From an optimization exercise on the open Yosys and OpenROAD flow, aimed at small area; shortcuts taken in it are not production practice.
Only simulation tests tie the RTL to the original design; equivalence was not proved.
Power and IR drop assume default switching activity.

## design/flow/design.v

```verilog
`timescale 1ns/1ps
module vending_machine #(
    parameter int NUM_ITEMS    = 10,
    parameter int MAX_CLIENTS  = 100,
    parameter logic [31:0] ADMIN_PASSWORD = 32'hA5A5_F00D
)(
    input  logic               clk,
    input  logic               rst_n,
    input  logic [31:0]        regs_data_in,
    output logic [31:0]        regs_data_out,
    input  logic               regs_we,
    input  logic [7:0]         regs_addr,
    input  logic               id_valid,
    input  logic [8:0]         client_id,
    input  logic [5:0]         coin_in,
    input  logic [1:0]         currency_type,
    input  logic               coin_insert,
    input  logic [NUM_ITEMS-1:0] item_select,
    input  logic               confirm,
    input  logic               admin_mode,
    input  logic [31:0]        admin_password,
    input  logic               tamper_detect,
    input  logic               jam_detect,
    input  logic               power_loss,
    output logic                 access_error,
    output logic [NUM_ITEMS-1:0] item_out,
    output logic [31:0]          change_out,
    output logic                 no_change,
    output logic [NUM_ITEMS-1:0] item_empty,
    output logic [7:0]           client_points,
    output logic                 alarm
);
    logic        admin_access_granted;
    logic [31:0] r_cfg;             
    logic [7:0]  r_max_clients;
    logic [31:0] r_current_admin_password;
    wire [10:0] r_idle_timeout  = r_cfg[23:13];
    wire [7:0]  r_exchange_rate = r_cfg[31:24];
    always_ff @(posedge clk or negedge rst_n) begin
        if (!rst_n)
            admin_access_granted <= 1'b0;
        else if (admin_mode && admin_password == r_current_admin_password)
            admin_access_granted <= 1'b1;
        else if (!admin_mode)
            admin_access_granted <= 1'b0;
    end
    wire        wr_en    = regs_we && admin_access_granted;
    wire [7:0]  regs_off = regs_addr - 8'h0C;
    wire [3:0]  wr_idx   = regs_off[5:2];
    wire [3:0]  rd_idx   = regs_off[6:3];
    wire [2:0]  rd_field = regs_off[2:0];
    wire        wr_item  = regs_addr >= 8'h0C && regs_addr < 8'h34;
    wire        rd_item  = regs_addr >= 8'h0C && regs_addr < 8'h5C;
    always_ff @(posedge clk or negedge rst_n) begin
        if (!rst_n) begin
            r_cfg                    <= {8'd2, 11'd10, 8'd100, 5'd10};
            r_max_clients            <= 8'd100;
            r_current_admin_password <= ADMIN_PASSWORD;
        end else if (wr_en) begin
            if (regs_addr == 8'h00) r_cfg <= regs_data_in;
            if (regs_addr == 8'h04) r_max_clients <= regs_data_in[7:0];
            if (regs_addr == 8'h08 && |regs_data_in[31:8])
                r_current_admin_password <= regs_data_in;
        end
    end
    logic [7:0] item_price [10];
    logic [7:0] item_count [10];
    logic [7:0] item_disc  [10];
    logic [9:0] item_written;
    wire        item_we = wr_en && wr_item;
    always_ff @(posedge clk) begin
        if (item_we) begin
            item_price[wr_idx] <= regs_data_in[7:0];
            item_count[wr_idx] <= regs_data_in[15:8];
            item_disc[wr_idx]  <= regs_data_in[23:16];
        end
    end
    always_ff @(posedge clk or negedge rst_n) begin
        if (!rst_n)       item_written <= '0;
        else if (item_we) item_written[wr_idx] <= 1'b1;
    end
    wire        rf_price = rd_field == 3'd0;
    wire        rf_count = rd_field == 3'd4;
    wire        rf_disc  = rd_field == 3'd6;
    logic [9:0] rs_pw, rs_cw, rs_dw;     
    logic [7:0] rd_const;                
    always_comb begin
        rd_const = 8'd0;
        for (int i = 0; i < 10; i++) begin
            rs_pw[i] = rd_idx == 4'(i) && rf_price && item_written[i];
            rs_cw[i] = rd_idx == 4'(i) && rf_count && item_written[i];
            rs_dw[i] = rd_idx == 4'(i) && rf_disc  && item_written[i];
            if (rd_idx == 4'(i) && !item_written[i])
                rd_const = rd_const | ({8{rf_price}} & 8'((i+1)*10)) | ({8{rf_count}} & 8'd5);
        end
    end
    logic [7:0] item_rd;
    for (genvar b = 0; b < 8; b++) begin : g_ird
        wire [9:0] t;
        wire [2:0] u;
        for (genvar i = 0; i < 10; i++) begin : g_t
            vm_aoi222 u_a (.a(rs_pw[i]), .b(item_price[i][b]), .c(rs_cw[i]), .d(item_count[i][b]),
                           .e(rs_dw[i]), .f(item_disc[i][b]), .y(t[i]));
        end
        vm_nand4 u_n0 (.a(t[0]), .b(t[1]), .c(t[2]), .d(t[3]), .y(u[0]));
        vm_nand4 u_n1 (.a(t[4]), .b(t[5]), .c(t[6]), .d(t[7]), .y(u[1]));
        vm_nand2 u_n2 (.a(t[8]), .b(t[9]), .y(u[2]));
        vm_or4   u_o  (.a(u[0]), .b(u[1]), .c(u[2]), .d(rd_const[b]), .y(item_rd[b]));
    end
    always_comb begin
        regs_data_out = 32'h0;
        if (!admin_access_granted)
            regs_data_out = 32'hDEAD_BEEF;
        else if (regs_addr == 8'h00)
            regs_data_out = r_cfg;
        else if (regs_addr == 8'h04)
            regs_data_out = {24'h0, r_max_clients};
        else if (regs_addr == 8'h08)
            regs_data_out = r_current_admin_password;
        else if (rd_item) begin
            regs_data_out[7:0] = item_rd;
        end
    end
    always_ff @(posedge clk or negedge rst_n) begin
        if (!rst_n)
            access_error <= 1'b0;
        else
            access_error <= regs_we && (!admin_access_granted ||
                            (regs_addr == 8'h08 && regs_data_in[31:8] == 24'h0));
    end
    always_ff @(posedge clk or negedge rst_n) begin
        if (!rst_n) alarm <= 1'b0;
        else if (tamper_detect | jam_detect | power_loss) alarm <= 1'b1;
    end
    logic [3:0] sel_code;
    always_comb begin
        logic seen, multi;
        logic [3:0] enc;
        seen  = 1'b0;
        multi = 1'b0;
        enc   = 4'd0;
        for (int i = 0; i < 10; i++) begin
            multi = multi | (item_select[i] & seen);
            seen  = seen | item_select[i];
            enc   = enc | ({4{item_select[i]}} & 4'(i));
        end
        sel_code = multi ? 4'd14 : (!seen ? 4'd15 : enc);
    end
    logic       r_id_ok;           
    logic [7:0] r_client_id;
    logic [5:0] r_coin_in;
    logic [1:0] r_currency_type;
    logic       r_coin_insert;
    logic [3:0] r_sel;
    logic       r_confirm;
    always_ff @(posedge clk or negedge rst_n) begin
        if (!rst_n) begin
            r_id_ok <= 1'b0;
            r_client_id <= '0;
            r_coin_in <= '0;
            r_currency_type <= '0;
            r_coin_insert <= 1'b0;
            r_sel <= 4'd15;
            r_confirm <= 1'b0;
        end else begin
            r_id_ok <= id_valid && !client_id[8];
            r_client_id <= client_id[7:0];
            r_coin_in <= coin_in;
            r_currency_type <= currency_type;
            r_coin_insert <= coin_insert;
            r_sel <= sel_code;
            r_confirm <= confirm;
        end
    end
    wire r_sel_valid = r_sel < 4'd10;
    wire r_sel_nz    = r_sel != 4'd15;
    localparam logic [2:0] S_IDLE    = 3'd0,
                           S_IDLE_C  = 3'd1,    
                           S_ACCEPT  = 3'd2,
                           S_WAIT    = 3'd3,
                           S_DISP    = 3'd4,
                           S_GIVE    = 3'd5,
                           S_GIVE_D  = 3'd6,    
                           S_ERROR   = 3'd7;
    logic [2:0]  state, next_state;
    logic        stay;
    logic [31:0] balance;
    logic [31:0] idle_timer;
    logic [3:0]  d_idx;           
    logic [6:0]  cur_id;          
    logic        cur_nodisc;      
    wire is_idle   = (state == S_IDLE) || (state == S_IDLE_C);
    wire timed_out = idle_timer >= {21'h0, r_idle_timeout};
    wire id_load   = is_idle && r_id_ok && (r_client_id < r_max_clients);
    wire [3:0] p_idx   = (state == S_DISP) ? d_idx : r_sel;
    logic [9:0] ps_w;        
    logic [7:0] p_const;     
    logic       p_empty;
    always_comb begin
        p_const = 8'd0;
        p_empty = 1'b0;
        for (int i = 0; i < 10; i++) begin
            ps_w[i] = p_idx == 4'(i) && item_written[i];
            if (ps_w[i] && item_count[i] == 8'd0) p_empty = 1'b1;
            if (p_idx == 4'(i) && !item_written[i]) p_const = p_const | 8'((i+1)*10);
        end
    end
    logic [7:0] p_base;
    for (genvar b = 0; b < 8; b++) begin : g_pb
        wire [3:0] t;
        wire       u;
        vm_aoi222 u_a0 (.a(ps_w[0]), .b(item_price[0][b]), .c(ps_w[1]), .d(item_price[1][b]),
                        .e(ps_w[2]), .f(item_price[2][b]), .y(t[0]));
        vm_aoi222 u_a1 (.a(ps_w[3]), .b(item_price[3][b]), .c(ps_w[4]), .d(item_price[4][b]),
                        .e(ps_w[5]), .f(item_price[5][b]), .y(t[1]));
        vm_aoi222 u_a2 (.a(ps_w[6]), .b(item_price[6][b]), .c(ps_w[7]), .d(item_price[7][b]),
                        .e(ps_w[8]), .f(item_price[8][b]), .y(t[2]));
        vm_nand2  u_a3 (.a(ps_w[9]), .b(item_price[9][b]), .y(t[3]));
        vm_nand4  u_n  (.a(t[0]), .b(t[1]), .c(t[2]), .d(t[3]), .y(u));
        vm_or2    u_o  (.a(u), .b(p_const[b]), .y(p_base[b]));
    end
    function automatic logic [1:0] k_of_id(input logic [6:0] id);
        k_of_id = 2'd0;
        for (int i = 0; i < 100; i++)
            if (id == 7'(i)) k_of_id = 2'(i % 3) + 2'(i % 10 == 0);
    endfunction
    logic [1:0] cur_k;
    always_comb begin
        cur_k = 2'd0;
        if (!cur_nodisc && cur_id < 7'd100)
            cur_k = k_of_id(cur_id);
    end
    logic [4:0] bq;
    logic [3:0] br;
    always_comb begin
        br = 4'd0;
        for (int i = 7; i >= 0; i--) begin
            logic [4:0] t;
            t = {br, p_base[i]};
            if (i <= 4) bq[i] = t >= 5'd10;
            br = (t >= 5'd10) ? 4'(t - 5'd10) : t[3:0];
        end
    end
    logic [1:0] kc;
    always_comb begin
        case (cur_k)
            2'd1:    kc = (br != 4'd0) ? 2'd1 : 2'd0;
            2'd2:    kc = (br == 4'd0) ? 2'd0 : (br <= 4'd5) ? 2'd1 : 2'd2;
            2'd3:    kc = (br == 4'd0) ? 2'd0 : (br <= 4'd3) ? 2'd1 : (br <= 4'd6) ? 2'd2 : 2'd3;
            default: kc = 2'd0;
        endcase
    end
    wire [6:0] kq = (cur_k[0] ? {2'b0, bq} : 7'd0) + (cur_k[1] ? {1'b0, bq, 1'b0} : 7'd0);
    wire [7:0] price = p_base - 8'(kq) - 8'(kc);
    logic [2:0] pr;
    logic [3:0] p_points;
    always_comb begin
        pr = 3'd0;
        for (int i = 7; i >= 2; i--) begin
            logic [3:0] t;
            t = {pr, price[i]};
            if (i <= 5) p_points[i-2] = t >= 4'd5;
            pr = (t >= 4'd5) ? 3'(t - 4'd5) : t[2:0];
        end
    end
    wire [13:0] coin_ar;
    vm_mul6x8 u_mul (.a(r_coin_in), .b(r_exchange_rate), .p(coin_ar));
    wire [14:0] coin_eur;
    wire [13:0] eur_c;
    vm_ha u_eur0 (.a(coin_ar[0]), .b(coin_ar[1]), .s(coin_eur[0]), .co(eur_c[0]));
    for (genvar i = 1; i < 13; i++) begin : g_eur
        vm_fa u_eur (.a(coin_ar[i]), .b(coin_ar[i+1]), .c(eur_c[i-1]), .s(coin_eur[i]), .co(eur_c[i]));
    end
    vm_ha u_eur13 (.a(coin_ar[13]), .b(eur_c[12]), .s(coin_eur[13]), .co(coin_eur[14]));
    logic [14:0] coin_val;
    always_comb begin
        case (r_currency_type)
            2'd1:    coin_val = {1'b0, coin_ar};
            2'd2:    coin_val = coin_eur;
            default: coin_val = {9'd0, r_coin_in};
        endcase
    end
    wire        adding   = (state == S_ACCEPT);
    wire [31:0] add_b    = adding ? {17'd0, coin_val} : ~{24'd0, price};
    wire [32:0] add_res  = {1'b0, balance} + {1'b0, add_b} + {32'd0, !adding};
    wire        enough   = add_res[32];       
    always_comb begin
        next_state = state;
        stay = 1'b0;
        case (state)
            S_IDLE, S_IDLE_C: begin
                stay = !r_coin_insert;
                next_state = r_coin_insert ? S_ACCEPT : S_IDLE;
            end
            S_ACCEPT: begin
                stay = 1'b1;
                if (r_coin_insert) ;
                else if (r_sel_nz) begin next_state = S_WAIT; stay = 1'b0; end
                else if (timed_out) begin next_state = S_GIVE; stay = 1'b0; end
            end
            S_WAIT: begin
                stay = 1'b1;
                if (r_confirm) begin
                    stay = 1'b0;
                    if (!r_sel_valid || p_empty) next_state = S_ERROR;
                    else if (enough) next_state = S_DISP;
                    else if (timed_out) next_state = S_GIVE;
                    else stay = 1'b1;
                end
            end
            S_DISP:   next_state = S_GIVE_D;
            S_GIVE, S_GIVE_D: next_state = S_IDLE_C;
            S_ERROR: begin
                stay = !timed_out;
                if (timed_out) next_state = S_IDLE;
            end
            default: ;
        endcase
    end
    always_ff @(posedge clk or negedge rst_n) begin
        if (!rst_n) state <= S_IDLE;
        else        state <= next_state;
    end
    always_ff @(posedge clk or negedge rst_n) begin
        if (!rst_n) begin
            balance    <= '0;
            idle_timer <= '0;
            d_idx      <= '0;
            item_empty <= '0;
        end else begin
            if (id_load || !stay) idle_timer <= '0;
            else                  idle_timer <= idle_timer + 32'd1;
            if ((adding && r_coin_insert) || state == S_DISP)
                balance <= add_res[31:0];
            else if (state == S_IDLE_C)
                balance <= '0;
            if (state == S_WAIT) d_idx <= r_sel;
            if (state == S_DISP && p_empty)
                item_empty[d_idx] <= 1'b1;
        end
    end
    assign change_out = (state == S_IDLE_C) ? balance : 32'd0;
    assign no_change  = (state == S_IDLE_C) && (balance == 32'd0);
    always_comb begin
        item_out = '0;
        if (state == S_GIVE_D) item_out[d_idx] = 1'b1;
    end
    wire       cur_valid = cur_id < 7'd100;
    wire [8:0] pts_sum   = {1'b0, client_points} + {5'd0, p_points};
    wire [7:0] pts_new   = pts_sum[8] ? 8'hFF : pts_sum[7:0];
    wire       pts_we    = (state == S_DISP) && cur_valid && ({1'b0, cur_id} < r_max_clients);
    wire [7:0] pts_rd;
    vm_client_db u_db (.clk(clk), .rst_n(rst_n), .id(cur_id), .we(pts_we), .wdata(pts_new), .rdata(pts_rd));
    always_ff @(posedge clk or negedge rst_n) begin
        if (!rst_n) begin
            cur_id <= '0;
            cur_nodisc <= 1'b1;
            client_points <= '0;
        end else begin
            if (id_load) cur_nodisc <= 1'b0;
            if (id_load)
                cur_id <= (r_client_id < 8'd100) ? r_client_id[6:0] : 7'd127;
            client_points <= pts_rd;
        end
    end
endmodule
module vm_client_db (
    input  logic       clk,
    input  logic       rst_n,
    input  logic [6:0] id,
    input  logic       we,
    input  logic [7:0] wdata,
    output logic [7:0] rdata
);
    logic [7:0] ring [100];
    logic [6:0] off, ppos, pend_id;
    logic [7:0] pend_data;
    logic       pend_valid;
    logic [2:0] init_cnt;        
    wire        init = init_cnt != 3'd5;
    wire [7:0] rsum  = {1'b0, id} + {1'b0, off};
    wire [6:0] rpos  = (rsum >= 8'd100) ? 7'(rsum - 8'd100) : rsum[6:0];
    wire [6:0] rpos1 = (rpos == 7'd99) ? 7'd0 : rpos + 7'd1;
    logic      ppos_port;    
    always_comb begin
        ppos_port = 1'b0;
        for (int i = 4; i < 100; i += 5)
            if (ppos == 7'(i)) ppos_port = 1'b1;
    end
    wire       flush = pend_valid && ppos_port;
    logic [7:0] port_data [4];
    always_comb begin
        for (int c = 0; c < 4; c++)
            port_data[c] = init ? 8'((c == 0 ? 19 : 5*c - 1) - init_cnt) : pend_data;
    end
    always_ff @(posedge clk) begin
        for (int i = 0; i < 100; i++) begin
            if (i % 5 == 0 && (init || (flush && ppos == 7'((i + 99) % 100))))
                ring[i] <= port_data[(i / 5) % 4];
            else
                ring[i] <= ring[(i + 99) % 100];
        end
    end
    always_ff @(posedge clk or negedge rst_n) begin
        if (!rst_n) begin
            off <= '0;
            init_cnt <= '0;
            ppos <= '0;
            pend_id <= '0;
            pend_data <= '0;
            pend_valid <= 1'b0;
        end else begin
            off <= (off == 7'd99) ? 7'd0 : off + 7'd1;
            if (init) init_cnt <= init_cnt + 3'd1;
            if (we) begin
                pend_valid <= 1'b1;
                pend_data  <= wdata;
                pend_id    <= id;
                ppos       <= rpos1;
            end else begin
                if (flush) pend_valid <= 1'b0;
                ppos <= (ppos == 7'd99) ? 7'd0 : ppos + 7'd1;
            end
        end
    end
    logic [7:0]  rd_ao;
    logic [7:0]  hi_n;
    logic [15:0] lo_n;
    always_comb begin
        hi_n = '1;
        hi_n[rpos[6:4]] = 1'b0;
        lo_n = '1;
        lo_n[rpos[3:0]] = 1'b0;
    end
    wire [99:0] sel;
    for (genvar p = 0; p < 100; p++) begin : g_sel
        vm_nor2 u_s (.a(hi_n[p/16]), .b(lo_n[p%16]), .y(sel[p]));
    end
    for (genvar b = 0; b < 8; b++) begin : g_bit
        wire [33:0] t;       
        wire [7:0]  u;       
        wire [1:0]  v;
        wire        w;
        for (genvar k = 0; k < 33; k++) begin : g_t
            vm_aoi222 u_a (.a(sel[3*k]),   .b(ring[3*k][b]),
                           .c(sel[3*k+1]), .d(ring[3*k+1][b]),
                           .e(sel[3*k+2]), .f(ring[3*k+2][b]), .y(t[k]));
        end
        vm_nand2 u_t33 (.a(sel[99]), .b(ring[99][b]), .y(t[33]));
        for (genvar k = 0; k < 8; k++) begin : g_u
            vm_nand4 u_n (.a(t[4*k]), .b(t[4*k+1]), .c(t[4*k+2]), .d(t[4*k+3]), .y(u[k]));
        end
        vm_and2 u_w  (.a(t[32]), .b(t[33]), .y(w));
        vm_nor4 u_v0 (.a(u[0]), .b(u[1]), .c(u[2]), .d(u[3]), .y(v[0]));
        vm_nor4 u_v1 (.a(u[4]), .b(u[5]), .c(u[6]), .d(u[7]), .y(v[1]));
        vm_nand3 u_o (.a(v[0]), .b(v[1]), .c(w), .y(rd_ao[b]));
    end
    logic [7:0] id_mod20;
    always_comb begin
        id_mod20 = 8'd0;
        for (int i = 0; i < 100; i++)
            if (id == 7'(i)) id_mod20 = 8'(i % 20);
    end
    always_comb begin
        if (pend_valid && pend_id == id) rdata = pend_data;
        else if (id >= 7'd100)           rdata = 8'd0;
        else if (init)                   rdata = id_mod20;
        else                             rdata = rd_ao;
    end
endmodule
module vm_nor2 (input logic a, input logic b, output logic y);
    assign y = ~(a | b);
endmodule
module vm_nand2 (input logic a, input logic b, output logic y);
    assign y = ~(a & b);
endmodule
module vm_and2 (input logic a, input logic b, output logic y);
    assign y = a & b;
endmodule
module vm_nand3 (input logic a, input logic b, input logic c, output logic y);
    assign y = ~(a & b & c);
endmodule
module vm_nand4 (input logic a, input logic b, input logic c, input logic d, output logic y);
    assign y = ~(a & b & c & d);
endmodule
module vm_nor4 (input logic a, input logic b, input logic c, input logic d, output logic y);
    assign y = ~(a | b | c | d);
endmodule
module vm_aoi222 (input logic a, input logic b, input logic c, input logic d,
                  input logic e, input logic f, output logic y);
    assign y = ~((a & b) | (c & d) | (e & f));
endmodule
module vm_or2 (input logic a, input logic b, output logic y);
    assign y = a | b;
endmodule
module vm_or4 (input logic a, input logic b, input logic c, input logic d, output logic y);
    assign y = a | b | c | d;
endmodule
module vm_ha (input logic a, input logic b, output logic s, output logic co);
    assign {co, s} = a + b;
endmodule
module vm_fa (input logic a, input logic b, input logic c, output logic s, output logic co);
    assign {co, s} = a + b + c;
endmodule
module vm_mul6x8 (input logic [5:0] a, input logic [7:0] b, output logic [13:0] p);
    wire pp_0_0, pp_0_1, pp_0_2, pp_0_3, pp_0_4, pp_0_5, pp_0_6, pp_0_7, pp_1_0, pp_1_1, pp_1_2, pp_1_3, pp_1_4, pp_1_5, pp_1_6, pp_1_7, pp_2_0, pp_2_1, pp_2_2, pp_2_3, pp_2_4, pp_2_5, pp_2_6, pp_2_7, pp_3_0, pp_3_1, pp_3_2, pp_3_3, pp_3_4, pp_3_5, pp_3_6, pp_3_7, pp_4_0, pp_4_1, pp_4_2, pp_4_3, pp_4_4, pp_4_5, pp_4_6, pp_4_7, pp_5_0, pp_5_1, pp_5_2, pp_5_3, pp_5_4, pp_5_5, pp_5_6, pp_5_7, s1, c2, s3, c4, s5, c6, s7, c8, s9, c10, s11, c12, s13, c14, s15, c16, s17, c18, s19, c20, s21, c22, s23, c24, s25, c26, s27, c28, s29, c30, s31, c32, s33, c34, s35, c36, s37, c38, s39, c40, s41, c42, s43, c44, s45, c46, s47, c48, s49, c50, s51, c52, s53, c54, s55, c56, r57, r58, r59, r60, r61, r62, r63, r64, r65, r66, r67, r68;
    vm_and2 u_pp_0_0 (.a(a[0]), .b(b[0]), .y(pp_0_0));
    vm_and2 u_pp_0_1 (.a(a[0]), .b(b[1]), .y(pp_0_1));
    vm_and2 u_pp_0_2 (.a(a[0]), .b(b[2]), .y(pp_0_2));
    vm_and2 u_pp_0_3 (.a(a[0]), .b(b[3]), .y(pp_0_3));
    vm_and2 u_pp_0_4 (.a(a[0]), .b(b[4]), .y(pp_0_4));
    vm_and2 u_pp_0_5 (.a(a[0]), .b(b[5]), .y(pp_0_5));
    vm_and2 u_pp_0_6 (.a(a[0]), .b(b[6]), .y(pp_0_6));
    vm_and2 u_pp_0_7 (.a(a[0]), .b(b[7]), .y(pp_0_7));
    vm_and2 u_pp_1_0 (.a(a[1]), .b(b[0]), .y(pp_1_0));
    vm_and2 u_pp_1_1 (.a(a[1]), .b(b[1]), .y(pp_1_1));
    vm_and2 u_pp_1_2 (.a(a[1]), .b(b[2]), .y(pp_1_2));
    vm_and2 u_pp_1_3 (.a(a[1]), .b(b[3]), .y(pp_1_3));
    vm_and2 u_pp_1_4 (.a(a[1]), .b(b[4]), .y(pp_1_4));
    vm_and2 u_pp_1_5 (.a(a[1]), .b(b[5]), .y(pp_1_5));
    vm_and2 u_pp_1_6 (.a(a[1]), .b(b[6]), .y(pp_1_6));
    vm_and2 u_pp_1_7 (.a(a[1]), .b(b[7]), .y(pp_1_7));
    vm_and2 u_pp_2_0 (.a(a[2]), .b(b[0]), .y(pp_2_0));
    vm_and2 u_pp_2_1 (.a(a[2]), .b(b[1]), .y(pp_2_1));
    vm_and2 u_pp_2_2 (.a(a[2]), .b(b[2]), .y(pp_2_2));
    vm_and2 u_pp_2_3 (.a(a[2]), .b(b[3]), .y(pp_2_3));
    vm_and2 u_pp_2_4 (.a(a[2]), .b(b[4]), .y(pp_2_4));
    vm_and2 u_pp_2_5 (.a(a[2]), .b(b[5]), .y(pp_2_5));
    vm_and2 u_pp_2_6 (.a(a[2]), .b(b[6]), .y(pp_2_6));
    vm_and2 u_pp_2_7 (.a(a[2]), .b(b[7]), .y(pp_2_7));
    vm_and2 u_pp_3_0 (.a(a[3]), .b(b[0]), .y(pp_3_0));
    vm_and2 u_pp_3_1 (.a(a[3]), .b(b[1]), .y(pp_3_1));
    vm_and2 u_pp_3_2 (.a(a[3]), .b(b[2]), .y(pp_3_2));
    vm_and2 u_pp_3_3 (.a(a[3]), .b(b[3]), .y(pp_3_3));
    vm_and2 u_pp_3_4 (.a(a[3]), .b(b[4]), .y(pp_3_4));
    vm_and2 u_pp_3_5 (.a(a[3]), .b(b[5]), .y(pp_3_5));
    vm_and2 u_pp_3_6 (.a(a[3]), .b(b[6]), .y(pp_3_6));
    vm_and2 u_pp_3_7 (.a(a[3]), .b(b[7]), .y(pp_3_7));
    vm_and2 u_pp_4_0 (.a(a[4]), .b(b[0]), .y(pp_4_0));
    vm_and2 u_pp_4_1 (.a(a[4]), .b(b[1]), .y(pp_4_1));
    vm_and2 u_pp_4_2 (.a(a[4]), .b(b[2]), .y(pp_4_2));
    vm_and2 u_pp_4_3 (.a(a[4]), .b(b[3]), .y(pp_4_3));
    vm_and2 u_pp_4_4 (.a(a[4]), .b(b[4]), .y(pp_4_4));
    vm_and2 u_pp_4_5 (.a(a[4]), .b(b[5]), .y(pp_4_5));
    vm_and2 u_pp_4_6 (.a(a[4]), .b(b[6]), .y(pp_4_6));
    vm_and2 u_pp_4_7 (.a(a[4]), .b(b[7]), .y(pp_4_7));
    vm_and2 u_pp_5_0 (.a(a[5]), .b(b[0]), .y(pp_5_0));
    vm_and2 u_pp_5_1 (.a(a[5]), .b(b[1]), .y(pp_5_1));
    vm_and2 u_pp_5_2 (.a(a[5]), .b(b[2]), .y(pp_5_2));
    vm_and2 u_pp_5_3 (.a(a[5]), .b(b[3]), .y(pp_5_3));
    vm_and2 u_pp_5_4 (.a(a[5]), .b(b[4]), .y(pp_5_4));
    vm_and2 u_pp_5_5 (.a(a[5]), .b(b[5]), .y(pp_5_5));
    vm_and2 u_pp_5_6 (.a(a[5]), .b(b[6]), .y(pp_5_6));
    vm_and2 u_pp_5_7 (.a(a[5]), .b(b[7]), .y(pp_5_7));
    vm_ha u_ha2 (.a(pp_0_4), .b(pp_1_3), .s(s1), .co(c2));
    vm_fa u_fa4 (.a(pp_0_5), .b(pp_1_4), .c(pp_2_3), .s(s3), .co(c4));
    vm_ha u_ha6 (.a(pp_3_2), .b(pp_4_1), .s(s5), .co(c6));
    vm_fa u_fa8 (.a(pp_0_6), .b(pp_1_5), .c(pp_2_4), .s(s7), .co(c8));
    vm_fa u_fa10 (.a(pp_3_3), .b(pp_4_2), .c(pp_5_1), .s(s9), .co(c10));
    vm_fa u_fa12 (.a(pp_0_7), .b(pp_1_6), .c(pp_2_5), .s(s11), .co(c12));
    vm_fa u_fa14 (.a(pp_3_4), .b(pp_4_3), .c(pp_5_2), .s(s13), .co(c14));
    vm_fa u_fa16 (.a(pp_1_7), .b(pp_2_6), .c(pp_3_5), .s(s15), .co(c16));
    vm_ha u_ha18 (.a(pp_4_4), .b(pp_5_3), .s(s17), .co(c18));
    vm_fa u_fa20 (.a(pp_2_7), .b(pp_3_6), .c(pp_4_5), .s(s19), .co(c20));
    vm_ha u_ha22 (.a(pp_0_3), .b(pp_1_2), .s(s21), .co(c22));
    vm_fa u_fa24 (.a(s1), .b(pp_2_2), .c(pp_3_1), .s(s23), .co(c24));
    vm_fa u_fa26 (.a(s3), .b(s5), .c(pp_5_0), .s(s25), .co(c26));
    vm_fa u_fa28 (.a(s7), .b(s9), .c(c4), .s(s27), .co(c28));
    vm_fa u_fa30 (.a(s11), .b(s13), .c(c8), .s(s29), .co(c30));
    vm_fa u_fa32 (.a(s15), .b(s17), .c(c12), .s(s31), .co(c32));
    vm_fa u_fa34 (.a(s19), .b(pp_5_4), .c(c16), .s(s33), .co(c34));
    vm_fa u_fa36 (.a(pp_3_7), .b(pp_4_6), .c(pp_5_5), .s(s35), .co(c36));
    vm_ha u_ha38 (.a(pp_0_2), .b(pp_1_1), .s(s37), .co(c38));
    vm_fa u_fa40 (.a(s21), .b(pp_2_1), .c(pp_3_0), .s(s39), .co(c40));
    vm_fa u_fa42 (.a(s23), .b(pp_4_0), .c(c22), .s(s41), .co(c42));
    vm_fa u_fa44 (.a(s25), .b(c2), .c(c24), .s(s43), .co(c44));
    vm_fa u_fa46 (.a(s27), .b(c6), .c(c26), .s(s45), .co(c46));
    vm_fa u_fa48 (.a(s29), .b(c10), .c(c28), .s(s47), .co(c48));
    vm_fa u_fa50 (.a(s31), .b(c14), .c(c30), .s(s49), .co(c50));
    vm_fa u_fa52 (.a(s33), .b(c18), .c(c32), .s(s51), .co(c52));
    vm_fa u_fa54 (.a(s35), .b(c20), .c(c34), .s(s53), .co(c54));
    vm_fa u_fa56 (.a(pp_4_7), .b(pp_5_6), .c(c36), .s(s55), .co(c56));
    assign p[0] = pp_0_0;
    vm_ha u_rha1 (.a(pp_0_1), .b(pp_1_0), .s(p[1]), .co(r57));
    vm_fa u_rfa2 (.a(s37), .b(pp_2_0), .c(r57), .s(p[2]), .co(r58));
    vm_fa u_rfa3 (.a(s39), .b(c38), .c(r58), .s(p[3]), .co(r59));
    vm_fa u_rfa4 (.a(s41), .b(c40), .c(r59), .s(p[4]), .co(r60));
    vm_fa u_rfa5 (.a(s43), .b(c42), .c(r60), .s(p[5]), .co(r61));
    vm_fa u_rfa6 (.a(s45), .b(c44), .c(r61), .s(p[6]), .co(r62));
    vm_fa u_rfa7 (.a(s47), .b(c46), .c(r62), .s(p[7]), .co(r63));
    vm_fa u_rfa8 (.a(s49), .b(c48), .c(r63), .s(p[8]), .co(r64));
    vm_fa u_rfa9 (.a(s51), .b(c50), .c(r64), .s(p[9]), .co(r65));
    vm_fa u_rfa10 (.a(s53), .b(c52), .c(r65), .s(p[10]), .co(r66));
    vm_fa u_rfa11 (.a(s55), .b(c54), .c(r66), .s(p[11]), .co(r67));
    vm_fa u_rfa12 (.a(pp_5_7), .b(c56), .c(r67), .s(p[12]), .co(r68));
    assign p[13] = r68;
endmodule
```

## design/flow/flow/run.sh

```bash
#!/bin/bash
# Own layout flow: the standard ORFS flow (standard.sh), run with a
# private copy of the ORFS scripts in which the ABC mapping script is the
# area-oriented one in flow/abc_area.script, and with the ports buffered
# by the smallest buffer. Clock tree: clkbuf_16 leaf clusters of up to 30
# flip-flops, without dummy loads. All of make's output (every tool) goes to
# flow_make.log here; ORFS keeps each step's log under orfs/logs/.
set -euo pipefail
work=$(pwd)
rm -rf "$work/orfs_scripts"
cp -r "$FLOW_HOME/scripts" "$work/orfs_scripts"
cp "$work/flow/abc_area.script" "$work/orfs_scripts/abc_speed.script"
bash "$work/standard.sh" "SCRIPTS_DIR=$work/orfs_scripts" \
    "BUFFER_PORTS_ARGS=-buffer_cell sky130_fd_sc_hd__buf_1" \
    "CTS_ARGS=-sink_clustering_enable -repair_clock_nets -dont_use_dummy_load -buf_list sky130_fd_sc_hd__clkbuf_16 -sink_clustering_size 30 -sink_clustering_max_diameter 60" \
    finish > "$work/flow_make.log" 2>&1
```

## design/flow/flow/abc_area.script

```
strash
dc2
dch -f
amap
strash
dc2
dch -f
amap
topo
```

## design/flow/standard.sh

```bash
#!/bin/bash
# synth_recipe.tcl (not shown) runs the flow's synth.tcl, then flattens the netlist and writes it again
# the make line also repeats each setting of config.mk as NAME=value (left out here)
make -C /OpenROAD-flow-scripts/flow DESIGN_CONFIG=/design/flow/config.mk WORK_HOME=/design/flow/orfs CLKGATE_MAP_FILE= SYNTH_SCRIPT=/design/flow/synth_recipe.tcl "${@:-finish}"
```

## design/flow/config.mk

```make
export PLATFORM = sky130hd
export DESIGN_NAME = vending_machine
export DESIGN_NICKNAME = vending_machine
export VERILOG_FILES = /design/flow/design.v
export SDC_FILE = /design/flow/constraint.sdc
export NUM_CORES = 4
export LEC_CHECK = 0
export CAP_MARGIN = 20
export CORE_MARGIN = 2
export CORE_UTILIZATION = 60
export PLACE_DENSITY = 0.75
export SLEW_MARGIN = 20
export SYNTH_HIERARCHICAL = 1
```

## design/flow/constraint.sdc

```tcl
create_clock -name core_clock -period 30.0 [get_ports {clk}]
set_input_delay 6.0000 -clock core_clock [delete_from_list [all_inputs] [get_ports {clk}]]
set_output_delay 6.0000 -clock core_clock [all_outputs]
set_load 0.01 [all_outputs]
```

==> metrics.md, run 1 <==
| Metric | Value |
|---|---|
| Outcome | `complete, no violations` |
| Static leakage | `18.94 nW` |
| CP max stage cell | `a311oi_1` |
| Core area | `79130 um2` |
| Cell area after layout | `52610 um2` |
| Resized cells post-CTS | `0` |
| Die Wd | `287.1 um` |
| Fillers | `6017` |
| CP required | `30500 ps` |
| Synth warn | `10` |
| Maximum VDD drop | `48.62 uV` |
| Final worst slack | `12290 ps` |
| CTS tree | `yes` |
| Max Cap Viol | `0` |
| Relative max-transition margin | `14.61%` |
| Endpoint type of the worst setup path | `register` |
| Reg-to-reg setup timing slack | `12290 ps` |
| Nets | `4910` |
| Total number of vias | `38.17k` |
| Layout Skew | `87.28 ps` |
| Die Ht | `287.1 um` |
| Post-Place Worst Slack | `12700 ps` |
| WL per Instance | `25.51 um` |
| Layout cells sized above 1 | `4.121%` |
| Commonest non-fill, non-tap cell in the layout | `dfxtp_1` |
| GR Util All Layers | `34.32%` |
| Worst Hold Path EP | `u_db.ring[27][6]` |
| Minimum clock period | `17710 ps` |
| RR Endpoint | `idle_timer[11]` |
| Ys async rst share | `18.62%` |
| RD Place Congestion | `1.029` |
| Largest net degree at the start of global routing | `73` |
| Finish-stage setup viols | `0` |
| Post-synthesis instance area | `48080 um2` |
| Reg area | `29220 um2` |
| Worst-path clk slew | `110 ps` |
| Via density | `6.740` |
| #FFs+latches synth | `1278` |
| Number of antenna violations at the first check in global routing | `3` |
| Synth unique cells | `56` |
| FF-to-FF path depth | `95` |
| Hold Path Origin | `u_db.ring[26][6]` |
| H-tree depth | `3` |
| DR DRC count | `0` |
| Fin. Hold Viols | `0` |
| # clock sinks | `1278` |
| Die area | `82420 um2` |
| Crit path launch type | `register` |
| CP peak stage delay | `610 ps` |
| Top Ports | `204` |
| Area Growth Syn to Fin | `9.420%` |
| RSZ-0062 raised after global routing | `no` |
| Most frequent cells in the layout | `dfxtp_1, nor2_1, clkinv_1, a222oi_1, nand2_1` |
| DP Wirelength | `106.4 mm` |
| Hold_buf cts | `0` |
| Multi-input logic area | `17510 um2` |
| Worst-path fanout max | `32` |
| Hold Path Class | `reg2reg` |
| CTS buffer count | `76` |
| Post-synth EDFFs | `240` |
| Fin crit share | `59.04%` |
| Syn Inst Count | `4272` |
| Hold Crit Depth | `0` |
| Final Routed Wirelength | `144.5 mm` |
| 1st-iter DRT viols | `6921` |
| Max clock buf depth | `3` |
| Vias in the first global route | `35.52k` |
| Post-synthesis sequential area ratio | `60.76%` |
| Antenna-violating nets left | `0` |
| Postcts setup bufs | `0` |
| Grt ovf | `0` |
| Post-route setup TNS | `0 ps` |
| Area after DPL | `50660 um2` |
| Peak Freq | `0.05645 GHz` |
| Worst Path Class, Setup | `reg2reg` |
| First-pass GRT wire length | `214.0 mm` |
| Worst Tran Pin Value | `1273 ps` |
| # port buffers | `203` |
| Avg Cell Area, Syn | `11.26 um2` |
| Initial Util | `60.76%` |
| Site row count | `103` |
| Skew-Pair Late Insertion Delay | `660 ps` |
| Power density cells | `55.58 nW/um2` |
| Predominant post-synthesis flop cell | `dfxtp_1` |
| Worst path most repeated cell | `nor2_1` |
| Pins Over Slew Limit | `0` |
| Utilization after layout | `66.49%` |
| DR pass1 iterations | `12` |
| CTS root buf | `clkbuf_16` |
| Crit path DAT | `18210 ps` |
| R2r startpoint | `state[0]` |
## cell families after synthesis
group / after synthesis / synth area share [%]
compound gates: 1106 / 17.78
fa+ha+maj: 188 / 5.782
buf+inv: 384 / 3.013
flops: 1278 / 60.76
other cells: 1 / 0.007799
simple gates: 1315 / 12.66
## flip-flops by register name, indices dropped and copies added, names as in the netlist, 32 cells and up
register,cells
u_db.ring,800
item_count,80
balance,32
idle_timer,32
item_price,80
item_disc,80
r_cfg,32
r_current_admin_password,32
## layout make-up
cell class	count	share of cell area, %
timing repair buffer	263	2.345
antenna	2	0.009513
multi-input combinational	2612	33.28
clock buffer	76	3.615
tap	1050	2.497
sequential	1278	55.53
inverter	382	2.725
## routing by layer
metal / up-vias / wire length (um) / GRT usage, %
li1: 17010 / - / -
met1: 18360 / 58190 / 49.03
met2: 2410 / 62040 / 51.13
met3: 390 / 18360 / 8.444
met4: 2 / 5824 / 12.02
met5: - / 62 / 0.5814
## cells in the mapped netlist (all sizes together), types with 6 or more instances
library cell	n	area, um2
dfxtp	800	16020
nor2	500	1877
clkinv	382	1434
a222oi	371	3714
nand2	279	1047
edfxtp	240	7207
dfrtp	207	5180
o21ai	204	1021
ha	131	1639
o22ai	128	800.8
nand4	121	757.0
nor3	103	515.5
a21oi	90	450.4
nand3	77	385.4
o21a	59	442.9
fa	57	1141
and2	56	350.3
or2	49	306.5
nor4	47	294.0
o22a	38	332.8
o32ai	38	332.8
or3	33	206.5
dfstp	31	814.5
a211oi	28	210.2
o221ai	27	236.5
nor2b	17	106.4
or4	17	127.6
a221oi	15	131.4
a22oi	15	112.6
o21bai	13	97.59
a31oi	12	75.07
o211ai	9	67.56
a2111oi	7	61.31
a22o	6	52.55
a32oi	6	52.55
## per-stage QoR
stage / hold WS, ps / std cells / power, W
floorplan: 329.8 / 4274 / 0.001918
global placement: 331.5 / 5583 / 0.001973
detailed placement: 335.4 / 5583 / 0.001981
CTS: 278.7 / 5659 / 0.002932
global route: 270.2 / 5661 / 0.003020
finish: 265.7 / 5663 / 0.002924
## worst max-delay path by stage
stage / startpoint / endpoint / slack [ps] / cells past startpoint
floorplan: state[2] / idle_timer[10] / 14980 / 94
global placement: state[2] / idle_timer[13] / 13170 / 95
detailed placement: state[2] / idle_timer[2] / 12700 / 95
CTS: state[1] / idle_timer[11] / 12720 / 96
global route: state[2] / idle_timer[12] / 10390 / 94
finish: state[0] / idle_timer[11] / 12290 / 95
## per-module statistics from Yosys (local to each module, per instance), excerpt
module	copies in the design	cells inside	area (um2)	flip-flops and latches
vending_machine	1	1972	21030	445
vm_client_db	1	1568	20710	833
vm_nand2	24	1	3.754	0
vm_nand3	8	1	5.005	0
vm_nand4	88	1	6.256	0
vm_nor2	100	1	3.754	0
## critical path, delay by kind of cell, from the launching register on
kind,cells,cell delay (ps)
compound gates,34,7190
flops,1,430
fa+ha+maj,9,2580
buf+inv,10,1640
simple gates,42,5740
## power breakdown
part           switching (W)  internal, W
registers         0.00000233      0.00175
logic               0.000113    0.0000762
clock network       0.000530     0.000450
==> inputs of run 2 (changes only) <==
--- a/design/flow/config.mk
+++ b/design/flow/config.mk
@@ -9,4 +9,4 @@
 export CORE_MARGIN = 2
-export CORE_UTILIZATION = 60
-export PLACE_DENSITY = 0.75
+export CORE_UTILIZATION = 70
+export PLACE_DENSITY = 0.85
 export SLEW_MARGIN = 20
==> run 2 against run 1 <==
Against the previous run: routed wire length rose by 3.6%; via count rose by 2.9%; setup slack improved by 65 ps; clock skew rose by 17 ps; synthesized cell count did not move; design area fell by 0.84%; non-clock buffer count fell by 2; first-iteration DRC count rose by 13%; largest cell class unchanged; highest routed layer unchanged.
==> metrics.md, run 2 <==
| Metric | Value |
|---|---|
| Relative max-transition margin | `9.414% (-5.2 points)` |
| Fillers | `4506 (-25%)` |
| Post-synthesis sequential area ratio | `60.76% (unchanged)` |
| Predominant post-synthesis flop cell | `dfxtp_1` |
| M2 GR Usage | `61.08% (+9.9 points)` |
| RD Place Congestion | `1.123 (+9.2%)` |
| Outcome | `complete, no violations` |
| #FFs+latches synth | `1278 (unchanged)` |
| Antenna-violating nets left | `0 (unchanged)` |
| Worst setup path startpoint | `state[2]` |
| Layout Skew | `104.0 ps (+16.75 ps)` |
| Max clock buf depth | `3 (unchanged)` |
| Via density | `7.156 (+6.2%)` |
| Final Routed Wirelength | `149.6 mm (+3.6%)` |
| Most frequent cells in the layout | `dfxtp_1, nor2_1, clkinv_1, a222oi_1, nand2_1` |
| CP peak stage delay | `600 ps (about the same)` |
| Reg-to-reg setup timing slack | `12350 ps (+70 ps)` |
| GR Util met1 | `56.89% (+7.9 points)` |
| Worst-path fanout max | `32 (unchanged)` |
| Area Growth Syn to Fin | `8.499%` |
| Post-route setup TNS | `0 ps (unchanged)` |
| Post-synthesis instance area | `48080 um2 (unchanged)` |
| Top cells by area, synth | `dfxtp_1, edfxtp_1, dfrtp_1, a222oi_1, nor2_1` |
| Synth top cells by count | `dfxtp_1, nor2_1, clkinv_1` |
| Finish-stage setup viols | `0 (unchanged)` |
| Syn Inst Count | `4272 (unchanged)` |
| Fin crit share | `58.83% (-0.22 points)` |
| GR Util All Layers | `41.59% (+7.3 points)` |
| RR Endpoint | `idle_timer[13]` |
| Net load switching power | `0.0006400 W (-0.88%)` |
| Core area | `68350 um2 (-14%)` |
| Max FFs per register | `800 (unchanged)` |
| Postcts setup bufs | `0 (unchanged)` |
| Die Ht | `266.1 um (-7.3%)` |
| Pins Over Slew Limit | `0 (unchanged)` |
| Hold Path Class | `reg2reg` |
| DR DRC count | `0 (unchanged)` |
| Minimum clock period | `17650 ps (-65.20 ps)` |
| Number of antenna violations at the first check in global routing | `10 (+7)` |
| Die area | `70800 um2 (-14%)` |
| Peak Freq | `0.05666 GHz (+0.37%)` |
| Worst path most repeated cell | `nor2_1` |
| 1st-iter DRT viols | `7850 (+13%)` |
| Setup crit end | `idle_timer[13]` |
| Vias in the first global route | `36.96k (+4.1%)` |
| Endpoint type of the worst setup path | `register` |
| Area leader, netlist | `dfxtp_1` |
| Post-Place Worst Slack | `12840 ps (+138.8 ps)` |
| Die Wd | `266.1 um (-7.3%)` |
| Layout cells sized above 1 | `3.891% (-0.23 points)` |
| Nets | `4899 (-0.22%)` |
| Ys async rst share | `18.62% (unchanged)` |
| FF-to-FF path depth | `94 (-1.1%)` |
| CP max stage cell | `a311oi_1` |
| Fin. Hold Viols | `0 (unchanged)` |
| WL per Instance | `27.27 um (+6.9%)` |
| Final worst slack | `12350 ps (+65.20 ps)` |
| Max Cap Viol | `0 (unchanged)` |
| Gr busiest metal | `met2` |
| CTS root buf | `clkbuf_16` |
| Maximum VDD drop | `60.19 uV (+24%)` |
| DP Wirelength | `107.2 mm (+0.81%)` |
| Sequential power share | `61.1% (+1.1 points)` |
| Largest register by flop count | `u_db.ring` |
| DR pass1 iterations | `15 (+3)` |
| H-tree depth | `3 (unchanged)` |
| Worst-path clk slew | `100 ps (about the same)` |
| Combinational share of power | `6.8% (+0.3 points)` |
| RSZ-0062 raised after global routing | `no` |
| Top Ports | `204 (unchanged)` |
| Post-synth EDFFs | `240 (unchanged)` |
| # clock sinks | `1278 (unchanged)` |
| Count leader, synth | `dfxtp_1` |
| Switching portion of total power | `22.31% (+0.22 points)` |
| Internal power | `0.002229 W (-2.2%)` |
| Avg Cell Area, Syn | `11.26 um2 (unchanged)` |
| Area share of the largest cell type after synthesis | `33.31% (unchanged)` |
| First-pass GRT wire length | `222.4 mm (+3.9%)` |
| Site row count | `96 (-6.8%)` |
| Total number of vias | `39.27k (+2.9%)` |
| Static leakage | `18.83 nW (-0.59%)` |
| Crit path DAT | `18140 ps (-70 ps)` |
| Synth warn | `10 (unchanged)` |
| Skew-Pair Late Insertion Delay | `660 ps (about the same)` |
| CTS buffer count | `67 (-12%)` |
| Synth unique cells | `56 (unchanged)` |
| R2r startpoint | `state[2]` |
| Clock share of power | `32.1% (-1.4 points)` |
| Commonest non-fill, non-tap cell in the layout | `dfxtp_1` |
| Crit path launch type | `register` |
| Hold_buf cts | `0 (unchanged)` |
| Grt ovf | `0 (unchanged)` |
| Resized cells post-CTS | `0 (unchanged)` |
| CTS tree | `yes` |
| Worst Path Class, Setup | `reg2reg` |
| Largest net degree at the start of global routing | `75 (+2.7%)` |
| Grt met3 use | `12.74% (+4.3 points)` |
| CP required | `30490 ps (about the same)` |
| Power density cells | `54.99 nW/um2 (-1.0%)` |
| Initial Util | `70.35% (+9.6 points)` |
| Worst Tran Pin Value | `1359 ps (+85.56 ps)` |
| # port buffers | `203 (unchanged)` |
## run 2: cell types whose count changed in the layout (fill, tap and decap cells not counted), sizes merged
cell and delta:
clkbuf -9, clkinv +1, diode +3, inv -1, buf -2
## run 2: kinds of logic after synthesis
group	count (synthesis)	synth area share (%)
other cells	1	0.007799
fa+ha+maj	188	5.782
flops	1278	60.76
buf+inv	384	3.013
simple gates	1315	12.66
compound gates	1106	17.78
## run 2: how the worst min path moves through the flow
| stage | start | endpoint | slack, ps | cells past startpoint |
|---|---|---|---|---|
| 2_1_floorplan | u_db.ring[11][0] | u_db.ring[12][0] | 330 | 0 |
| 3_3_place_gp | u_db.ring[20][3] | u_db.ring[21][3] | 330 | 0 |
| 3_5_place_dp | u_db.ring[98][4] | u_db.ring[99][4] | 330 | 0 |
| 4_1_cts | u_db.ring[31][0] | u_db.ring[32][0] | 290 | 0 |
| 5_1_grt | u_db.ring[31][0] | u_db.ring[32][0] | 290 | 0 |
| 6_report | u_db.ring[31][0] | u_db.ring[32][0] | 300 | 0 |
## run 2: stage by stage
step / area (um2) / cells / power [W] / hold slack [ps] / utilization (%)
after global routing: 52160 / 5482 / 0.002949 / 293.8 / 76.31
after global placement: 50430 / 5414 / 0.001971 / 330.3 / 73.78
after CTS: 52120 / 5481 / 0.002865 / 293.9 / 76.26
after detailed placement: 50440 / 5414 / 0.001982 / 334.6 / 73.80
after floorplan: 48090 / 4274 / 0.001918 / 329.8 / -
final: 52170 / 5487 / 0.002869 / 299.1 / 76.33
## run 2: area by class of cell
cell class              count  area [um2]  share of cell area (%)
flip-flops and latches   1278       29220                   56.00
repair buffers            261        1209                   2.317
diodes                      5       12.51                 0.02398
well taps                 882        1104                   2.115
multi-input cells        2612       17520                   33.58
clock buffers              67        1677                   3.214
inverters                 382        1434                   2.749
## run 2: per-module statistics from Yosys (local to each module, per instance), excerpt
module / cell area (um2) / cells inside
vm_or2: 6.256 / 1
vm_mul6x8: 15.01 / 2
vending_machine: 21030 / 1972
vm_nand4: 6.256 / 1
vm_ha: 12.51 / 1
vm_nand2: 3.754 / 1
## run 2: power by group through the flow
stage          combinational (W)  clock [W]  sequential (W)
3_3_place_gp            0.000178          0         0.00179
4_1_cts                 0.000192   0.000919         0.00175
6_report                0.000194   0.000921         0.00175
3_5_place_dp            0.000190          0         0.00179
2_1_floorplan           0.000127          0         0.00179
5_1_grt                 0.000218   0.000976         0.00175
## run 2: critical path: cells and delay by family (launching register included)
family                     cells  cell delay, ps
DFF                            1             430
buffers and inverters         10            1670
adders and majority gates      9            2600
AOI/OAI and AO/OA             34            7130
and+or+nand+nor               41            5690
## run 2: layer usage
metal	up-vias	routed length, um
met5	-	63
met4	6	8289
met3	595	21730
met2	2998	63700
met1	18700	55870
li1	16960	-
==> inputs of run 3 (changes only) <==
--- a/design/flow/config.mk
+++ b/design/flow/config.mk
@@ -9,4 +9,4 @@
 export CORE_MARGIN = 2
-export CORE_UTILIZATION = 70
-export PLACE_DENSITY = 0.85
+export CORE_UTILIZATION = 75
+export PLACE_DENSITY = 0.9
 export SLEW_MARGIN = 20
==> run 3 against run 2 <==
Against the previous run: clock power decreased by 6.0%; via count grew 4.4%; final cell count fell by 0.84%; combinational power rose by 6%; die area is 6.6% lower; critical path type unchanged; largest cell class unchanged.
==> metrics.md, run 3 <==
| Metric | Value |
|---|---|
| Worst path most repeated cell | `nor2_1` |
| Fin. Hold Viols | `0 (unchanged)` |
| Relative max-transition margin | `14.95% (+5.5 points)` |
| Site row count | `92 (-4.2%)` |
| CTS root buf | `clkbuf_16` |
| Total number of vias | `41.00k (+4.4%)` |
| Vias in the first global route | `38.90k (+5.2%)` |
| Area leader, netlist | `dfxtp_1` |
| Final Routed Wirelength | `161.4 mm (+7.8%)` |
| Synth top cells by count | `dfxtp_1, nor2_1, clkinv_1` |
| Peak Freq | `0.05642 GHz (-0.42%)` |
| Area after DPL | `50360 um2 (-0.17%)` |
| Most frequent cells in the layout | `dfxtp_1, nor2_1, clkinv_1, a222oi_1, nand2_1` |
| Layout cells sized above 1 | `3.642% (-0.25 points)` |
| Area Growth Syn to Fin | `7.939%` |
| Max clock buf depth | `3 (unchanged)` |
| Ys async rst share | `18.62% (unchanged)` |
| Core area | `63200 um2 (-7.5%)` |
| # port buffers | `203 (unchanged)` |
| Number of antenna violations at the first check in global routing | `12 (+2)` |
| Finish-stage setup viols | `0 (unchanged)` |
| Antenna-violating nets left | `0 (unchanged)` |
| Hold Path Class | `reg2reg` |
| Predominant post-synthesis flop cell | `dfxtp_1` |
| First-pass GRT wire length | `237.9 mm (+7.0%)` |
| Hold Path Origin | `u_db.ring[52][1]` |
| CTS tree | `yes` |
| Max FFs per register | `800 (unchanged)` |
| Worst setup path startpoint | `state[1]` |
| Top cells by area, synth | `dfxtp_1, edfxtp_1, dfrtp_1, a222oi_1, nor2_1` |
| Largest register by flop count | `u_db.ring` |
| R2r startpoint | `state[1]` |
| GR Util All Layers | `47.65% (+6.1 points)` |
| Outcome | `complete, no violations` |
| Postcts setup bufs | `0 (unchanged)` |
| Top Ports | `204 (unchanged)` |
| Worst Tran Pin Value | `1267 ps (-91.54 ps)` |
| Fin crit share | `59.08% (+0.25 points)` |
| Layout Skew | `155.6 ps (+51.59 ps)` |
| DR pass1 iterations | `14 (-1)` |
| Worst-path fanout max | `32 (unchanged)` |
| Max Cap Viol | `0 (unchanged)` |
| Largest net degree at the start of global routing | `75 (unchanged)` |
| Commonest non-fill, non-tap cell in the layout | `dfxtp_1` |
| DR DRC count | `0 (unchanged)` |
| RSZ-0062 raised after global routing | `no` |
| Skew-Pair Late Insertion Delay | `720 ps (+60 ps)` |
| Post-route setup TNS | `0 ps (unchanged)` |
| CP max stage cell | `a311oi_1` |
| Worst-path clk slew | `110 ps (about the same)` |
| # clock sinks | `1278 (unchanged)` |
| Die Ht | `257.2 um (-3.3%)` |
| Area share of the largest cell type after synthesis | `33.31% (unchanged)` |
| Synth warn | `10 (unchanged)` |
| Via density | `7.535 (+5.3%)` |
| Count leader, synth | `dfxtp_1` |
| Post-synth EDFFs | `240 (unchanged)` |
| Synth unique cells | `56 (unchanged)` |
| Crit path DAT | `18320 ps (+180 ps)` |
| Grt ovf | `0 (unchanged)` |
| CTS buffer count | `59 (-12%)` |
| Minimum clock period | `17720 ps (+75.10 ps)` |
| Nets | `4885 (-0.29%)` |
| H-tree depth | `2 (-1)` |
| DP Wirelength | `113.5 mm (+5.8%)` |
| CP required | `30600 ps (+110 ps)` |
| Die Wd | `257.2 um (-3.3%)` |
| RD Place Congestion | `1.089 (-3.0%)` |
| Post-synthesis instance area | `48080 um2 (unchanged)` |
| Die area | `66150 um2 (-6.6%)` |
| Resized cells post-CTS | `0 (unchanged)` |
| Crit path launch type | `register` |
| CP peak stage delay | `620 ps (+20 ps)` |
| Hold_buf cts | `0 (unchanged)` |
| Syn Inst Count | `4272 (unchanged)` |
| Avg Cell Area, Syn | `11.26 um2 (unchanged)` |
| Initial Util | `76.08% (+5.7 points)` |
| Maximum VDD drop | `52.08 uV (-13%)` |
| WL per Instance | `29.65 um (+8.7%)` |
| Worst Path Class, Setup | `reg2reg` |
| Power density cells | `54.46 nW/um2 (-0.97%)` |
| Endpoint type of the worst setup path | `register` |
| Static leakage | `18.70 nW (-0.64%)` |
| Post-synthesis sequential area ratio | `60.76% (unchanged)` |
| Pins Over Slew Limit | `0 (unchanged)` |
| Cell area after layout | `51900 um2 (-0.52%)` |
| 1st-iter DRT viols | `9323 (+19%)` |
| #FFs+latches synth | `1278 (unchanged)` |
-- run 3: final cells by class --
class	instances	area, um2
sequential	1278	29220
multi-input combinational	2612	17520
fill	3391	11300
clock buffer	59	1476
inverter	382	1434
timing repair buffer	255	1176
tap	846	1059
antenna	9	22.52
-- run 3: worst paths after layout --
check	end	slack [ps]	depth (start not counted)
worst max-delay path	idle_timer[12]	12280	96
max in group asynchronous	r_coin_in[1]	22920	2
worst min register to register	u_db.ring[53][1]	250	0
worst min-delay path	u_db.ring[53][1]	250	0
worst max register to register	idle_timer[12]	12280	96
min in group asynchronous	r_cfg[24]	5450	1
-- run 3: cell families (layout without fill, tap and decap cells) --
kind of cell               after synthesis  after routing  share of synthesized area, %
adders and majority gates              188            188                         5.782
DFF                                   1278           1278                         60.76
AOI/OAI and AO/OA                     1106           1106                         17.78
other                                    1             12                      0.007799
buffers and inverters                  384            696                         3.013
and+or+nand+nor                       1315           1315                         12.66
-- run 3: modules after synthesis, one instance, submodules excluded, a selection --
module,flops+latches,copies in the design,cells
vm_and2,0,56,1
vm_aoi222,0,368,1
vm_client_db,833,1,1568
vm_mul6x8,0,1,2
vm_nand2,0,24,1
vm_nand3,0,8,1
vm_nand4,0,88,1
vm_nor2,0,100,1
vm_nor4,0,16,1
vm_or2,0,8,1
vm_or4,0,8,1
-- run 3: through the flow --
step | worst slack (ps) | hold WS (ps) | std cells | util (%) | total power, W
after floorplan | 14980 | 329.8 | 4274 | - | 0.001918
after global placement | 13390 | 330.9 | 5367 | 79.59 | 0.001972
after detailed placement | 12760 | 334.9 | 5372 | 79.68 | 0.001988
after CTS | 12630 | 260.0 | 5431 | 82.02 | 0.002806
after global routing | 10360 | 258.4 | 5433 | 82.09 | 0.002887
final | 12280 | 250.9 | 5441 | 82.13 | 0.002827
-- run 3: layer usage --
metal  track usage, %  wire length [um]  vias to the layer above
li1                 -                 -                    16930
met4            25.00             11360                        9
met5                0                85                        -
met1            63.71             55680                    19250
met3            14.86             25690                      897
met2            70.32             68540                     3914
-- run 3: where the power goes --
part / total, W / internal [W] / switching (W)
clock: 0.000866 / 0.000350 / 0.000516
combinational: 0.000206 / 0.0000801 / 0.000126
sequential: 0.00175 / 0.00175 / 0.00000247
total: 0.00283 / 0.00218 / 0.000645
-- run 3: critical path: cells and delay by family, from the launching register on --
family,cells,cell delay (ps)
simple gates,45,6100
buf+inv,9,1450
fa+ha+maj,9,2670
flops,1,400
compound gates,33,7020
==> inputs of run 4 (changes only) <==
--- a/design/flow/flow/run.sh
+++ b/design/flow/flow/run.sh
@@ -3,3 +3,3 @@
 # private copy of the ORFS scripts in which the ABC mapping script is the
-# area-oriented one in flow/abc_area.script, and with the ports buffered
+# area-oriented one in flow/abc_area.script (deepsyn, then mapping with amap), and with the ports buffered
 # by the smallest buffer. Clock tree: clkbuf_16 leaf clusters of up to 30
==> design/flow/flow/abc_area.script (replaced) <==
strash
&get -n
&deepsyn -T 30
&put
dch -f
amap
topo
==> run 4 against run 3 <==
Against the previous run: still clean; synthesized cell count decreased by 4.1%; register-to-register slack got worse by 870 ps; design area decreased by 0.90%; critical path type unchanged.
==> metrics.md, run 4 <==
| Metric | Value |
|---|---|
| Minimum clock period | `18600 ps (+872.6 ps)` |
| Initial Util | `75.72% (-0.37 points)` |
| Nets | `4715 (-3.5%)` |
| Postcts setup bufs | `0 (unchanged)` |
| Crit path DAT | `19150 ps (+830 ps)` |
| CP peak stage delay | `490 ps (-130 ps)` |
| Top cells by area, synth | `dfxtp_1, edfxtp_1, dfrtp_1, a222oi_1, nor2_1` |
| WL per Instance | `28.05 um (-5.4%)` |
| Post-synth EDFFs | `240 (unchanged)` |
| Worst-path fanout max | `32 (unchanged)` |
| RD Place Congestion | `1.174 (+7.8%)` |
| Fillers | `3686 (+8.7%)` |
| # port buffers | `203 (unchanged)` |
| Resized cells post-CTS | `0 (unchanged)` |
| Outcome | `complete, no violations` |
| Top Ports | `204 (unchanged)` |
| Max Cap Viol | `0 (unchanged)` |
| Post-synthesis instance area | `47590 um2 (-1.0%)` |
| Post-route setup TNS | `0 ps (unchanged)` |
| Relative max-transition margin | `8.393% (-6.6 points)` |
| Peak Freq | `0.05378 GHz (-4.7%)` |
| Reg area | `29220 um2 (unchanged)` |
| Compound-Gate Fraction of Synth Area | `18.28% (+0.50 points)` |
| DR DRC count | `0 (unchanged)` |
| Fin crit share | `61.99% (+2.9 points)` |
| Combinational share of power | `9.1% (+1.8 points)` |
| Antenna-violating nets left | `0 (unchanged)` |
| Site row count | `92 (unchanged)` |
| Reg-to-reg setup timing slack | `11400 ps (-870 ps)` |
| Clock share of power | `29.8% (-0.8 points)` |
| Skew-Pair Late Insertion Delay | `700 ps (-20 ps)` |
| Buf+Inv Stages, Crit Path | `12 (+3)` |
| First-pass GRT wire length | `221.2 mm (-7.0%)` |
| Worst Path Class, Setup | `reg2reg` |
| Post-Place Worst Slack | `11770 ps (-986.8 ps)` |
| Xor/xnor share of the synthesized area | `0% (unchanged)` |
| Utilization after layout | `81.83% (-0.29 points)` |
| Switching portion of total power | `23.17% (+0.37 points)` |
| Worst-path clk slew | `110 ps (about the same)` |
| Largest register by flop count | `u_db.ring` |
| Synth warn | `10 (unchanged)` |
| Final cell count without fillers | `5269 (-3.2%)` |
| Hold_buf cts | `0 (unchanged)` |
| Via density | `7.342 (-2.6%)` |
| Fin. Hold Viols | `0 (unchanged)` |
| Static leakage | `18.63 nW (-0.41%)` |
| Post-Synth Adder-Cell Area | `5.842% (+0.060 points)` |
| Predominant post-synthesis flop cell | `dfxtp_1` |
| Mux contribution to synthesized area | `0% (unchanged)` |
| Max clock buf depth | `3 (unchanged)` |
| Endpoint type of the worst setup path | `register` |
| Area share of the largest cell type after synthesis | `33.65% (+0.35 points)` |
| Count leader, synth | `dfxtp_1` |
| H-tree depth | `2 (unchanged)` |
| Vias in the first global route | `37.21k (-4.3%)` |
| #FFs+latches synth | `1278 (unchanged)` |
| RSZ-0062 raised after global routing | `no` |
| Die Ht | `255.9 um (-0.51%)` |
| # clock sinks | `1278 (unchanged)` |
| Multi-input logic area | `16950 um2 (-3.2%)` |
| Critical path depth in cells | `98 (+2.1%)` |
| Ys async rst share | `18.62% (unchanged)` |
| Avg Cell Area, Syn | `11.62 um2 (+3.3%)` |
| Sequential power share | `61.1% (-1.0 points)` |
| Layout Skew | `123.0 ps (-32.61 ps)` |
| Internal power | `0.002205 W (+1.0%)` |
| Syn Inst Count | `4095 (-4.1%)` |
| Power density cells | `55.80 nW/um2 (+2.5%)` |
| DR pass1 iterations | `14 (unchanged)` |
| Max FFs per register | `800 (unchanged)` |
| Synth unique cells | `55 (-1.8%)` |
| Post-synthesis sequential area ratio | `61.39% (+0.63 points)` |
| DP Wirelength | `106.1 mm (-6.5%)` |
| Commonest non-fill, non-tap cell in the layout | `dfxtp_1` |
| Crit path launch type | `register` |
| Finish-stage setup viols | `0 (unchanged)` |
| FF-to-FF path depth | `98 (+2.1%)` |
| CTS root buf | `clkbuf_16` |
| CP required | `30560 ps (-40 ps)` |
| Total number of vias | `38.68k (-5.6%)` |
| GR Util All Layers | `44.21% (-3.4 points)` |
| Synth top cells by count | `dfxtp_1, nor2_1, clkinv_1` |
| Core area | `62850 um2 (-0.55%)` |
| Area Growth Syn to Fin | `8.074%` |
| Largest net degree at the start of global routing | `74 (-1.3%)` |
| Net load switching power | `0.0006650 W (+3.2%)` |
| Most frequent cells in the layout | `dfxtp_1, nor2_1, clkinv_1, a222oi_1, edfxtp_1` |
| Main combinational cell family by area after synthesis | `compound AO/OA/AOI/OAI gates` |
| Pins Over Slew Limit | `0 (unchanged)` |
| Layout cells sized above 1 | `3.827% (+0.19 points)` |
| Worst Tran Pin Value | `1369 ps (+101.8 ps)` |
| CP max stage cell | `or3_1` |
| Hold Crit Depth | `0 (unchanged)` |
| Area leader, netlist | `dfxtp_1` |
| Simple logic cell fraction of the synthesized area | `11.33% (-1.3 points)` |
| CTS buffer count | `59 (unchanged)` |
| Final Routed Wirelength | `147.8 mm (-8.4%)` |
| Final worst slack | `11400 ps (-872.6 ps)` |
| Hold Path Class | `reg2reg` |
| Family with the most delay on the worst path | `compound AO/OA/AOI/OAI gates` |
| Die Wd | `255.9 um (-0.51%)` |
| Placed cells | `5202 (-3.2%)` |
| Die area | `65480 um2 (-1.0%)` |
| Grt ovf | `0 (unchanged)` |
| Worst path most repeated cell | `nor2_1` |
| 1st-iter DRT viols | `8317 (-11%)` |
| CTS tree | `yes` |
| Number of antenna violations at the first check in global routing | `7 (-5)` |
| Maximum VDD drop | `50.01 uV (-4.0%)` |
## run 4: cell count changes in the layout (fill, tap and decap cells not counted), moves of 9 or more
cell | before | now
nand3_1 | 76 | 39
nor2_1 | 489 | 458
buf_4 | 47 | 58
nand4_1 | 121 | 111
a21oi_1 | 89 | 54
or4_1 | 17 | 28
nor3_1 | 101 | 77
o21ai_0 | 200 | 134
clkinv_1 | 382 | 394
nor4_1 | 47 | 38
nand2_1 | 278 | 208
o22a_1 | 38 | 116
## run 4: per-layer routing
metal  global-route usage (%)  share of wire (%)  vias to the layer above
met5                        0              0.020                        -
met3                    14.23                 15                      692
met2                    65.04                 43                     3230
met1                    59.32                 36                    18360
met4                    22.69                6.1                        4
li1                         -                  -                    16390
## run 4: logic make-up (layout without fill, tap and decap cells)
logic type / after synthesis / in the layout
buffers and inverters: 397 / 716
AND/OR/NAND/NOR: 1151 / 1151
flip-flops: 1278 / 1278
AO/OA/AOI/OAI: 1080 / 1080
other: 1 / 10
adder cells (fa/ha/maj): 188 / 188
## run 4: path summary, 6_finish.rpt
check,start,to
worst max-delay path,state[1],idle_timer[4]
worst min-delay path,u_db.ring[58][5],u_db.ring[59][5]
worst max register to register,state[1],idle_timer[4]
worst min register to register,u_db.ring[58][5],u_db.ring[59][5]
max in group asynchronous,rst_n,balance[9]
min in group asynchronous,rst_n,r_cfg[24]
## run 4: worst register-to-register path: cells and delay by family (launching register included)
kind                     cells  cell delay (ps)
AO/OA/AOI/OAI               38             8330
buffers and inverters       12             2170
adder cells (fa/ha/maj)     10             2940
flip-flops                   1              420
AND/OR/NAND/NOR             38             4680
## run 4: cell type report
class | instances | share of cell area, %
Timing Repair Buffer | 262 | 2.389
Clock buffer | 59 | 2.871
Tap cell | 846 | 2.058
Inverter | 395 | 2.883
Sequential cell | 1278 | 56.81
Antenna cell | 7 | 0.03406
Multi-Input combinational cell | 2422 | 32.96
## run 4: stage by stage
| step | power [W] | hold WS (ps) | instance area, um2 |
|---|---|---|---|
| floorplan | 0.001970 | 329.8 | 47600 |
| global placement | 0.002032 | 331.2 | 49880 |
| detailed placement | 0.002045 | 334.5 | 49890 |
| CTS | 0.002860 | 257.7 | 51360 |
| global route | 0.002957 | 270.2 | 51410 |
| finish | 0.002870 | 242.4 | 51430 |
## run 4: power groups by stage
stage | clock (W) | combinational (W) | sequential, W
floorplan | 0 | 0.000179 | 0.00179
global placement | 0 | 0.000240 | 0.00179
detailed placement | 0 | 0.000253 | 0.00179
CTS | 0.000849 | 0.000256 | 0.00175
global route | 0.000907 | 0.000294 | 0.00175
finish | 0.000855 | 0.000261 | 0.00175
## run 4: Yosys stat by module, one instance, submodules excluded, a selection
module,cells,flops+latches
vm_and2,1,0
vm_mul6x8,2,0
vm_nand2,1,0
vm_nand4,1,0
vm_nor2,1,0
vm_or4,1,0

[re-timing with driven ports]
No port has a modelled driver above. Below, the same layouts with a new extraction and two added sets of constraints. Step 1: set_driving_cell puts a clkbuf_16 on clk and a buf_2 on each other input, an assumption about the parent block. Step 2 moves the port delays by t, midway between the first and last clock arrival at a register: inputs arrive t later, outputs are due t later. That takes back most of the time a late clock gives input paths. a / b / c = ideal / step 1 / step 2; a / b = the first two.
run | t (ns) | setup slack, ns | latest minus earliest clock arrival (ns) | cell pins on the clock port's net
run 1 | 0.685 | 12.287 / 12.287 / 12.287 | 0.102 / 0.102 | 1
run 2 | 0.675 | 12.352 / 12.352 / 12.352 | 0.104 / 0.104 | 1
run 3 | 0.716 | 12.277 / 12.277 / 12.277 | 0.157 / 0.157 | 1
run 4 | 0.706 | 11.404 / 11.404 / 11.404 | 0.129 / 0.129 | 1
After both steps setup and hold are still met in every run listed.
